What follows belongs to an exercise in optimizing a design on an open flow for small area and a short achievable clock period; a production flow would make more cautious choices.
Function was checked by simulation only, so behaviour that the tests miss may differ from the original.
No activity file was given, so power comes from the tool's default toggle rates.

==> flow/design.v <==
module store_buffer
(
    input   logic                       clock,
    input   logic                       reset,
    output  logic                       buffer_empty,
    output  logic                       buffer_full,
    input   logic                       get_oldest,
    output  logic [55:0]                oldest_info,
    input   logic                       push_valid,
    input   logic [55:0]                push_info,
    input   logic [1:0]                 search_valid,
    input   logic [1:0][14:0]           search_tag,
    input   logic                       search_way,
    output  logic [1:0]                 search_rsp_hit_tag,
    output  logic [1:0]                 search_rsp_hit_way,
    output  logic [1:0][55:0]           search_rsp
 );
localparam N = 8;
logic [N-1:0][55:0] info_ff;
logic [N-1:0]       valid_ff;
logic [N-1:0][2:0]  cnt_ff;
assign buffer_empty = |valid_ff;
assign buffer_full  = &valid_ff;
logic [N-1:0] free_oh;
always_comb begin
    free_oh = '0;
    for (int i = N-1; i >= 0; i--)
        if (!valid_ff[i]) free_oh = N'(1) << i;
    if (&valid_ff) free_oh = N'(1);
end
function automatic logic ge3(input logic [2:0] a, input logic [2:0] b);
    logic c1, c2;
    c1  = a[0] | ~b[0];
    c2  = (a[1] & ~b[1]) | (a[1] & c1) | (~b[1] & c1);
    ge3 = (a[2] & ~b[2]) | (a[2] & c2) | (~b[2] & c2);
endfunction
logic [N-1:0][N-1:0] up;
always_comb begin
    up = '0;
    for (int i = 0; i < N; i++)
        for (int j = 0; j < N; j++)
            if (j < i)      up[i][j] = ge3(cnt_ff[i], cnt_ff[j]);
            else if (j > i) up[i][j] = !ge3(cnt_ff[j], cnt_ff[i]);
end
logic [N-1:0] old_sel, old_nx, wrap;
always_comb begin
    for (int i = 0; i < N; i++)
        wrap[i] = free_oh[i] | (&cnt_ff[i]);
    old_nx = '0;
    for (int i = N-1; i >= 0; i--)
        if (wrap[i]) old_nx = N'(1) << i;
end
always @(posedge clock)
    if (reset)           old_sel <= '0;
    else if (push_valid) old_sel <= old_nx;
always_comb begin
    oldest_info = '0;
    for (int i = 0; i < N; i++)
        oldest_info = oldest_info | ({56{old_sel[i]}} & info_ff[i]);
end
logic [1:0][N-1:0] htag, hway, selt, selw, sel;
logic [1:0]        any;
always_comb
    for (int t = 0; t < 2; t++) begin
        for (int k = 0; k < N; k++) begin
            htag[t][k] = search_valid[t] & valid_ff[k] & (info_ff[k][0] == t[0])
                       & (info_ff[k][55:41] == search_tag[t]);
            hway[t][k] = search_valid[t] & valid_ff[k] & (info_ff[k][0] == t[0])
                       & (info_ff[k][35] == search_way);
        end
        search_rsp_hit_tag[t] = |htag[t];
        search_rsp_hit_way[t] = |hway[t];
        any[t] = search_rsp_hit_tag[t] | search_rsp_hit_way[t];
        for (int i = 0; i < N; i++) begin
            selt[t][i] = htag[t][i];
            selw[t][i] = hway[t][i];
            for (int j = 0; j < N; j++)
                if (j != i) begin
                    selt[t][i] = selt[t][i] & !(htag[t][j] & !up[i][j]);
                    selw[t][i] = selw[t][i] & !(hway[t][j] & !up[i][j]);
                end
            sel[t][i] = selt[t][i] | (selw[t][i] & !search_rsp_hit_tag[t]);
        end
    end
always_comb begin
    search_rsp = '0;
    for (int t = 0; t < 2; t++)
        for (int i = 0; i < N; i++)
            search_rsp[t][55:1] = search_rsp[t][55:1] | ({55{sel[t][i]}} & info_ff[i][55:1]);
    search_rsp[0][0] = 1'b0;
    search_rsp[1][0] = any[1];
end
logic [N-1:0] valid_nx;
always_comb
    for (int i = 0; i < N; i++)
        valid_nx[i] = ((valid_ff[i] & !(get_oldest & old_sel[i])) | (push_valid & free_oh[i]))
                    & !sel[0][i] & !sel[1][i];
always @(posedge clock)
    if (reset) valid_ff <= '0;
    else       valid_ff <= valid_nx;
generate for (genvar i = 0; i < N; i++) begin : ENTRY
    always @(posedge clock)
        if (push_valid & free_oh[i]) info_ff[i] <= push_info;
    always @(posedge clock)
        if (reset)           cnt_ff[i] <= 3'd7;
        else if (push_valid) cnt_ff[i] <= free_oh[i] ? 3'd0 : cnt_ff[i] + 3'd1;
end
endgenerate
endmodule
Settings: LEC_CHECK=0, CAP_MARGIN=20, CORE_MARGIN=2, CORE_UTILIZATION=60, CTS_BUF_LIST=sky130_fd_sc_hd__clkbuf_8, CTS_CLUSTER_DIAMETER=40, CTS_CLUSTER_SIZE=15, PLACE_DENSITY=0.7, SLEW_MARGIN=20; clock period 22.0 ns.
standard.sh (not shown) runs the stock make flow with config.mk's settings and CLKGATE_MAP_FILE= SYNTH_SCRIPT=/design/flow/synth_recipe.tcl, a recipe that flattens the netlist after the stock synthesis.
==> flow/flow/run.sh <==
#!/bin/bash
# Standard layout, with small port buffers and a setup target below the period.
set -euo pipefail
MARGIN=$(cat flow/margin.txt)
bash standard.sh 'BUFFER_PORTS_ARGS=-buffer_cell sky130_fd_sc_hd__buf_1' SETUP_SLACK_MARGIN=$MARGIN finish > standard.log 2>&1
==> flow/flow/margin.txt <==
10
Rerun with:
--- a/flow/design.v
+++ b/flow/design.v
@@ -20,13 +20,7 @@
 logic [N-1:0]       valid_ff;
 logic [N-1:0][2:0]  cnt_ff;
+logic               pushed_ff;
 assign buffer_empty = |valid_ff;
 assign buffer_full  = &valid_ff;
-logic [N-1:0] free_oh;
-always_comb begin
-    free_oh = '0;
-    for (int i = N-1; i >= 0; i--)
-        if (!valid_ff[i]) free_oh = N'(1) << i;
-    if (&valid_ff) free_oh = N'(1);
-end
 function automatic logic ge3(input logic [2:0] a, input logic [2:0] b);
     logic c1, c2;
@@ -43,19 +37,15 @@
             else if (j > i) up[i][j] = !ge3(cnt_ff[j], cnt_ff[i]);
 end
-logic [N-1:0] old_sel, old_nx, wrap;
-always_comb begin
-    for (int i = 0; i < N; i++)
-        wrap[i] = free_oh[i] | (&cnt_ff[i]);
-    old_nx = '0;
-    for (int i = N-1; i >= 0; i--)
-        if (wrap[i]) old_nx = N'(1) << i;
-end
-always @(posedge clock)
-    if (reset)           old_sel <= '0;
-    else if (push_valid) old_sel <= old_nx;
+logic [N-1:0] old_sel;
+always_comb
+    for (int i = 0; i < N; i++) begin
+        old_sel[i] = 1'b1;
+        for (int j = 0; j < N; j++)
+            if (j != i) old_sel[i] = old_sel[i] & !up[i][j];
+    end
 always_comb begin
     oldest_info = '0;
     for (int i = 0; i < N; i++)
-        oldest_info = oldest_info | ({56{old_sel[i]}} & info_ff[i]);
+        oldest_info = oldest_info | ({56{old_sel[i] & pushed_ff}} & info_ff[i]);
 end
 logic [1:0][N-1:0] htag, hway, selt, selw, sel;
@@ -91,4 +81,11 @@
     search_rsp[1][0] = any[1];
 end
+logic [N-1:0] free_oh;
+always_comb begin
+    free_oh = '0;
+    for (int i = N-1; i >= 0; i--)
+        if (!valid_ff[i]) free_oh = N'(1) << i;
+    if (&valid_ff) free_oh = N'(1);
+end
 logic [N-1:0] valid_nx;
 always_comb
@@ -99,4 +96,7 @@
     if (reset) valid_ff <= '0;
     else       valid_ff <= valid_nx;
+always @(posedge clock)
+    if (reset)           pushed_ff <= 1'b0;
+    else if (push_valid) pushed_ff <= 1'b1;
 generate for (genvar i = 0; i < N; i++) begin : ENTRY
     always @(posedge clock)
What happened: Clock power goes down by 12%. Final cell count barely changes. Setup slack loses 50 ps. Cell area went up by 1.5%. Area after synthesis barely changes.

afterwards: timing with drivers on the ports:
Ports are ideal in the flow. The routed layouts listed here were re-timed in OpenROAD. Step 1 (the two cells are an assumption about what drives the block):
set clk [get_ports {clock}]
set_driving_cell -lib_cell sky130_fd_sc_hd__clkbuf_16 $clk
set_driving_cell -lib_cell sky130_fd_sc_hd__buf_2 [delete_from_list [all_inputs] $clk]
Step 2 times the ports against the registers' clock, not the clock port: input delays grow and output delays shrink by t, the midpoint of the rising clock arrivals with the driver on. Three values: ideal, step 1, step 2; two values: the first two.
run	shift t [ns]	setup slack, ns	worst setup path at the end	worst slew at a driven data input, ns
the first run	0.738	9.897 / 9.755 / 9.755	input to output	0.17
the second run	0.779	9.847 / 9.760 / 9.760	input to output	0.14
After both steps every run listed still meets setup and hold. The setup slack of the first run, which loses most, moves by -0.142 ns with the drivers and by -0.142 ns with both steps.
